What follows belongs to an exercise in optimizing a design on an open flow for small area; a production flow would make more cautious choices.
Function was checked by simulation only, so behaviour that the tests miss may differ from the original.
No activity file was given, so power comes from the tool's default toggle rates.

==> inputs of 05-10 <==
// tlb
module tlb (
    input wire clk, reset,
    input wire [31:0] vaddr,
    output reg [31:0] paddr,
    output reg hit,
    input wire mmu_update_request,
    input wire [31:0] mmu_paddr
);
    localparam SETS = 32;
    localparam WAYS = 4;
    localparam LINES = SETS * WAYS;
    localparam TW = 15;
    localparam PW = 20;
    wire [TW-1:0] tag   = vaddr[31:17];
    wire [4:0]    idx   = vaddr[16:12];
    wire [PW-1:0] ppage = mmu_paddr[31:12];
    reg [TW*LINES-1:0] tags;
    reg [PW*LINES-1:0] ppns;
    reg [3*SETS-1:0]   cnts;
    wire [SETS-1:0] ssel = 32'b1 << idx;
    reg [TW*WAYS-1:0] stag;
    reg [PW*WAYS-1:0] sppn;
    reg [2:0]         scnt;
    integer s;
    always @* begin
        stag = 0;
        sppn = 0;
        scnt = 0;
        for (s = 0; s < SETS; s = s + 1) begin
            stag = stag | ({TW*WAYS{ssel[s]}} & tags[s*TW*WAYS +: TW*WAYS]);
            sppn = sppn | ({PW*WAYS{ssel[s]}} & ppns[s*PW*WAYS +: PW*WAYS]);
            scnt = scnt | ({3{ssel[s]}} & cnts[s*3 +: 3]);
        end
    end
    wire [WAYS-1:0] valid;
    assign valid[3] = scnt != 3'd0;
    assign valid[2] = scnt[2] | scnt[1];
    assign valid[1] = scnt[2] | (scnt[1] & scnt[0]);
    assign valid[0] = scnt[2];
    wire full = scnt[2];
    wire [WAYS-1:0] match;
    genvar w;
    generate
  ...
==> module tlb, before the edit <==
module tlb (
    input wire clk, reset,
    input wire [31:0] vaddr,
    output reg [31:0] paddr,
    output reg hit,
    input wire mmu_update_request,
    input wire [31:0] mmu_paddr
);
    localparam SETS = 32;
    localparam WAYS = 4;
    localparam LINES = SETS * WAYS;
    localparam TW = 15;
    localparam PW = 20;
    wire [TW-1:0] tag   = vaddr[31:17];
    wire [4:0]    idx   = vaddr[16:12];
    wire [PW-1:0] ppage = mmu_paddr[31:12];
    reg [TW*LINES-1:0] tags;
    reg [PW*LINES-1:0] ppns;
    reg [3*SETS-1:0]   cnts;
    wire [SETS-1:0] ssel = 32'b1 << idx;
    reg [TW*WAYS-1:0] stag;
    reg [PW*WAYS-1:0] sppn;
    reg [2:0]         scnt;
    integer s;
    always @* begin
        stag = 0;
        sppn = 0;
        scnt = 0;
        for (s = 0; s < SETS; s = s + 1) begin
            stag = stag | ({TW*WAYS{ssel[s]}} & tags[s*TW*WAYS +: TW*WAYS]);
            sppn = sppn | ({PW*WAYS{ssel[s]}} & ppns[s*PW*WAYS +: PW*WAYS]);
            scnt = scnt | ({3{ssel[s]}} & cnts[s*3 +: 3]);
        end
    end
    wire [WAYS-1:0] valid;
    assign valid[3] = scnt != 3'd0;
    assign valid[2] = scnt[2] | scnt[1];
    assign valid[1] = scnt[2] | (scnt[1] & scnt[0]);
    assign valid[0] = scnt[2];
    wire full = scnt[2];
    wire [WAYS-1:0] match;
    genvar w;
    generate
        for (w = 0; w < WAYS; w = w + 1) begin : g_match
            assign match[w] = valid[w] && (stag[w*TW +: TW] == tag);
        end
    endgenerate
    wire any = |match;
    reg [PW-1:0] hit_ppn;
    integer k;
    always @* begin
        hit_ppn = 0;
        for (k = 0; k < WAYS; k = k + 1)
            hit_ppn = hit_ppn | ({PW{match[k]}} & sppn[k*PW +: PW]);
    end
    wire [WAYS-1:0] fillw = {scnt == 3'd0, scnt == 3'd1, scnt == 3'd2, scnt == 3'd3 | full};
    wire [WAYS-1:0] target = any ? match : fillw;
    wire wr = mmu_update_request & ~reset;
    wire inc = wr & ~any & ~full;
    integer e;
    always @(posedge clk) begin
        for (e = 0; e < LINES; e = e + 1)
            if (wr && ssel[e/WAYS] && target[e%WAYS]) begin
                tags[e*TW +: TW] <= tag;
                ppns[e*PW +: PW] <= ppage;
            end
        for (s = 0; s < SETS; s = s + 1)
            if (reset)
                cnts[s*3 +: 3] <= 3'd0;
            else if (inc && ssel[s])
                cnts[s*3 +: 3] <= scnt + 3'd1;
    end
    always @(posedge clk) begin
        if (reset || mmu_update_request) begin
            hit   <= 1'b0;
            paddr <= 32'h0;
        end else begin
            hit   <= any;
            paddr <= any ? {hit_ppn, vaddr[11:0]} : 32'h0;
        end
    end
endmodule
clock: 8.0 ns
lec_check: 0
cap_margin: 20
core_margin: 2
core_utilization: 40
cts_buf_list: sky130_fd_sc_hd__clkbuf_16
cts_cluster_diameter: 60
cts_cluster_size: 24
place_density: 0.6
slew_margin: 20
synth_memory_max_bits: 16384
run.sh (not shown) runs the stock make flow with config.mk's settings and CLKGATE_MAP_FILE= SYNTH_SCRIPT=/design/flow/synth_recipe.tcl, a recipe that flattens the netlist after the stock synthesis.
==> inputs of 01-22, as changes to 05-10 <==
==> flow/design.v (replaced) <==
module tlb_hold (
    input  wire q,
    input  wire d,
    input  wire en,
    input  wire en_n,
    output wire y
);
    assign y = (q & en_n) | (d & en);
endmodule
module tlb_rdcol (
    input  wire [31:0] sel_n,
    input  wire [31:0] d,
    output wire        y
);
    assign y = &(sel_n | d);
endmodule
module tlb (
    input wire clk, reset,
    input wire [31:0] vaddr,
    output reg [31:0] paddr,
    output reg hit,
    input wire mmu_update_request,
    input wire [31:0] mmu_paddr
);
    localparam SETS = 32;
    localparam WAYS = 4;
    localparam LINES = SETS * WAYS;
    localparam TW = 15;
    localparam PW = 20;
    localparam EW = TW + PW;             
    localparam RW = EW * WAYS + 3;       
    wire [TW-1:0] tag   = vaddr[31:17];
    wire [4:0]    idx   = vaddr[16:12];
    wire [PW-1:0] ppage = mmu_paddr[31:12];
    reg [EW*LINES-1:0] ents;
    reg [3*SETS-1:0]   cnts;
    wire [SETS-1:0] ssel   = 32'b1 << idx;
    wire [SETS-1:0] ssel_n = ~ssel;
    wire [RW*SETS-1:0] rows;
    wire [RW-1:0]      rd;
    genvar gs, gc;
    generate
        for (gs = 0; gs < SETS; gs = gs + 1) begin : g_row
            assign rows[gs*RW +: RW] = {cnts[gs*3 +: 3], ents[gs*WAYS*EW +: WAYS*EW]};
        end
        for (gc = 0; gc < RW; gc = gc + 1) begin : g_col
            wire [SETS-1:0] col;
            for (gs = 0; gs < SETS; gs = gs + 1) begin : g_bit
                assign col[gs] = rows[gs*RW + gc];
            end
            tlb_rdcol u_rd (.sel_n(ssel_n), .d(col), .y(rd[gc]));
        end
    endgenerate
    wire [2:0] scnt = rd[EW*WAYS +: 3];
    wire [WAYS-1:0] valid;
    assign valid[3] = scnt != 3'd0;
    assign valid[2] = scnt[2] | scnt[1];
    assign valid[1] = scnt[2] | (scnt[1] & scnt[0]);
    assign valid[0] = scnt[2];
    wire full = scnt[2];
    wire [WAYS-1:0] match;
    genvar w;
    generate
        for (w = 0; w < WAYS; w = w + 1) begin : g_match
            assign match[w] = valid[w] && (rd[w*EW +: TW] == tag);
        end
    endgenerate
    wire any = |match;
    reg [PW-1:0] hit_ppn;
    integer k;
    always @* begin
        hit_ppn = 0;
        for (k = 0; k < WAYS; k = k + 1)
            hit_ppn = hit_ppn | ({PW{match[k]}} & rd[k*EW + TW +: PW]);
    end
    wire [WAYS-1:0] fillw = {scnt == 3'd0, scnt == 3'd1, scnt == 3'd2, scnt == 3'd3 | full};
    wire [WAYS-1:0] target = any ? match : fillw;
    wire wr = mmu_update_request & ~reset;
    wire inc = wr & ~any & ~full;
    wire [EW-1:0] wdata = {ppage, tag};
    wire [EW*LINES-1:0] ents_d;
    genvar e, b;
    generate
        for (e = 0; e < LINES; e = e + 1) begin : g_ent
            wire wen   = wr & ssel[e/WAYS] & target[e%WAYS];
            wire wen_n = ~wen;
            for (b = 0; b < EW; b = b + 1) begin : g_b
                tlb_hold u_h (.q(ents[e*EW + b]), .d(wdata[b]), .en(wen), .en_n(wen_n),
                              .y(ents_d[e*EW + b]));
            end
        end
    endgenerate
    always @(posedge clk)
        ents <= ents_d;
    integer i;
    always @(posedge clk)
        for (i = 0; i < SETS; i = i + 1)
            if (reset)
                cnts[i*3 +: 3] <= 3'd0;
            else if (inc && ssel[i])
                cnts[i*3 +: 3] <= scnt + 3'd1;
    always @(posedge clk) begin
        if (reset || mmu_update_request) begin
            hit   <= 1'b0;
            paddr <= 32'h0;
        end else begin
            hit   <= any;
            paddr <= any ? {hit_ppn, vaddr[11:0]} : 32'h0;
        end
    end
endmodule
==> flow/flow/run.sh (new file) <==
#!/bin/bash
# Own layout flow: the standard synthesis unchanged (standard.sh synth),
# then the standard layout (standard.sh) with two changes passed to ORFS:
#  - the resizer may not use buffers larger than buf_2/clkbuf_2, so the fanout
#    trees it builds for the wide write and select nets use many small buffers
#    instead of a few very large ones;
#  - clock tree synthesis uses clkbuf_8 in clusters of at most 16 sinks within
#    50 um, without dummy loads.
# ORFS keeps each tool's full log under orfs/logs; make's own output goes to
# synth.log and layout.log in this folder.
set -uo pipefail
bash standard.sh synth > synth.log 2>&1 || exit 1
DU="sky130_fd_sc_hd__probe_p_8 sky130_fd_sc_hd__probec_p_8 sky130_fd_sc_hd__lpflow_bleeder_1 sky130_fd_sc_hd__lpflow_clkbufkapwr_1 sky130_fd_sc_hd__lpflow_clkbufkapwr_16 sky130_fd_sc_hd__lpflow_clkbufkapwr_2 sky130_fd_sc_hd__lpflow_clkbufkapwr_4 sky130_fd_sc_hd__lpflow_clkbufkapwr_8 sky130_fd_sc_hd__lpflow_clkinvkapwr_1 sky130_fd_sc_hd__lpflow_clkinvkapwr_16 sky130_fd_sc_hd__lpflow_clkinvkapwr_2 sky130_fd_sc_hd__lpflow_clkinvkapwr_4 sky130_fd_sc_hd__lpflow_clkinvkapwr_8 sky130_fd_sc_hd__lpflow_decapkapwr_12 sky130_fd_sc_hd__lpflow_decapkapwr_3 sky130_fd_sc_hd__lpflow_decapkapwr_4 sky130_fd_sc_hd__lpflow_decapkapwr_6 sky130_fd_sc_hd__lpflow_decapkapwr_8 sky130_fd_sc_hd__lpflow_inputiso0n_1 sky130_fd_sc_hd__lpflow_inputiso0p_1 sky130_fd_sc_hd__lpflow_inputiso1n_1 sky130_fd_sc_hd__lpflow_inputiso1p_1 sky130_fd_sc_hd__lpflow_inputisolatch_1 sky130_fd_sc_hd__lpflow_isobufsrc_1 sky130_fd_sc_hd__lpflow_isobufsrc_16 sky130_fd_sc_hd__lpflow_isobufsrc_2 sky130_fd_sc_hd__lpflow_isobufsrc_4 sky130_fd_sc_hd__lpflow_isobufsrc_8 sky130_fd_sc_hd__lpflow_isobufsrckapwr_16 sky130_fd_sc_hd__lpflow_lsbuf_lh_hl_isowell_tap_1 sky130_fd_sc_hd__lpflow_lsbuf_lh_hl_isowell_tap_2 sky130_fd_sc_hd__lpflow_lsbuf_lh_hl_isowell_tap_4 sky130_fd_sc_hd__lpflow_lsbuf_lh_isowell_4 sky130_fd_sc_hd__lpflow_lsbuf_lh_isowell_tap_1 sky130_fd_sc_hd__lpflow_lsbuf_lh_isowell_tap_2 sky130_fd_sc_hd__lpflow_lsbuf_lh_isowell_tap_4"
DU="$DU sky130_fd_sc_hd__buf_4 sky130_fd_sc_hd__buf_6 sky130_fd_sc_hd__buf_8 sky130_fd_sc_hd__buf_12 sky130_fd_sc_hd__buf_16"
DU="$DU sky130_fd_sc_hd__bufbuf_8 sky130_fd_sc_hd__bufbuf_16 sky130_fd_sc_hd__bufinv_8 sky130_fd_sc_hd__bufinv_16"
DU="$DU sky130_fd_sc_hd__clkbuf_4 sky130_fd_sc_hd__clkbuf_8 sky130_fd_sc_hd__clkbuf_16"
CTS="-sink_clustering_enable -repair_clock_nets -buf_list sky130_fd_sc_hd__clkbuf_8"
CTS="$CTS -sink_clustering_size 16 -sink_clustering_max_diameter 50 -dont_use_dummy_load"
bash standard.sh "DONT_USE_CELLS=$DU" "CTS_ARGS=$CTS" finish > layout.log 2>&1 || exit 1
==> flow/standard.sh (new file) <==
#!/bin/bash
# synth_recipe.tcl (not shown) runs the flow's synth.tcl, then flattens the netlist and writes it again
# the make line also repeats each setting of config.mk as NAME=value (left out here)
make -C /OpenROAD-flow-scripts/flow DESIGN_CONFIG=/design/flow/config.mk WORK_HOME=/design/flow/orfs CLKGATE_MAP_FILE= SYNTH_SCRIPT=/design/flow/synth_recipe.tcl "${@:-finish}"
- CTS_BUF_LIST: sky130_fd_sc_hd__clkbuf_16 -> sky130_fd_sc_hd__clkbuf_8
- CTS_CLUSTER_DIAMETER: 60 -> 50
- CTS_CLUSTER_SIZE: 24 -> 16
- SYNTH_HIERARCHICAL: unset -> 1
- SYNTH_MINIMUM_KEEP_SIZE: unset -> 0
removed: flow/run.sh
==> inputs of 05-03, as changes to 05-10 <==
- CORE_UTILIZATION: 40 -> 60
- CTS_BUF_LIST: sky130_fd_sc_hd__clkbuf_16 -> sky130_fd_sc_hd__clkbuf_4 sky130_fd_sc_hd__clkbuf_8
- CTS_CLUSTER_DIAMETER: 60 -> unset
- CTS_CLUSTER_SIZE: 24 -> unset
- PLACE_DENSITY: 0.6 -> 0.75
==> comparison table <==
quantity                                                         05-03       01-22       05-10
Run status                                    timing/DRC/antenna clean  timing/DRC/antenna clean  timing/DRC/antenna clean
WP data required                                               8760 ps     8960 ps     8920 ps
Worst hold-check slack                                          471 ps      479 ps      476 ps
Clock Latency Late Sink                                        1160 ps     1260 ps     1020 ps
Final estimated routing congestion in global placement           0.991       0.975       0.913
Layout filler cell count                                         16700       37000       34800
Most common cell after layout, fill and taps aside            edfxtp_1     dfxtp_1    edfxtp_1
Initial detailed-routing violation count                         26200       16600       22400
Antenna violations before repair                                    47          60          42
CP Max Fanout                                                       34          46          58
Final Instance Count excl. Fillers                               14600       20900       16000
Bufs w/o clock                                                     775        1421         997
Total power                                                    46.8 mW     43.1 mW     45.3 mW
Worst R2R Start                                              tags[213]    cnts[41]  tags[1689]
Sequential cell area share                                       0.706       0.518       0.698
Top flip-flop cell by instance count after synthesis          edfxtp_1     dfxtp_1    edfxtp_1
Peak VDD IR                                                     200 uV      142 uV      209 uV
Simple-Gate Fraction of Synth Area                              0.0526      0.0590      0.0526
Share of Yosys cell area claimed by the top area cell type       0.800       0.585       0.800
Proportion of total power due to net switching                   0.224       0.265       0.234
Placement row count                                                194         230         238
Vias per cell                                                     7.62        6.56        6.73
Met2 Track Usage GR                                              0.609       0.439       0.447
Most numerous cell in the Yosys netlist                       edfxtp_1     dfxtp_1    edfxtp_1

what the ideal ports hide:
No port has a modelled driver above. Below, the same layouts with a new extraction and two added sets of constraints.
Step 1 assumes that a clkbuf_16 drives the clock port and a buf_2 every other input.
Step 2 times the ports against the registers' clock, not the clock port: input delays grow and output delays shrink by t, the midpoint of the rising clock arrivals with the driver on.
Three values: ideal ports, drivers, drivers and shift; two values: the first two.
run | t (ns) | setup WS [ns] | worst setup path at the end
05-10 | 1.092 | 0.932 / 0.987 / -0.105 | input to register
01-22 | 1.270 | 0.937 / 0.739 / -0.530 | input to register
05-03 | 1.223 | 1.031 / 1.083 / -0.140 | input to register
With both steps, setup timing fails in every run listed, where it was met with ideal ports. The setup slack of 01-22, which loses most, moves by -0.198 ns with the drivers and by -1.467 ns with both steps.
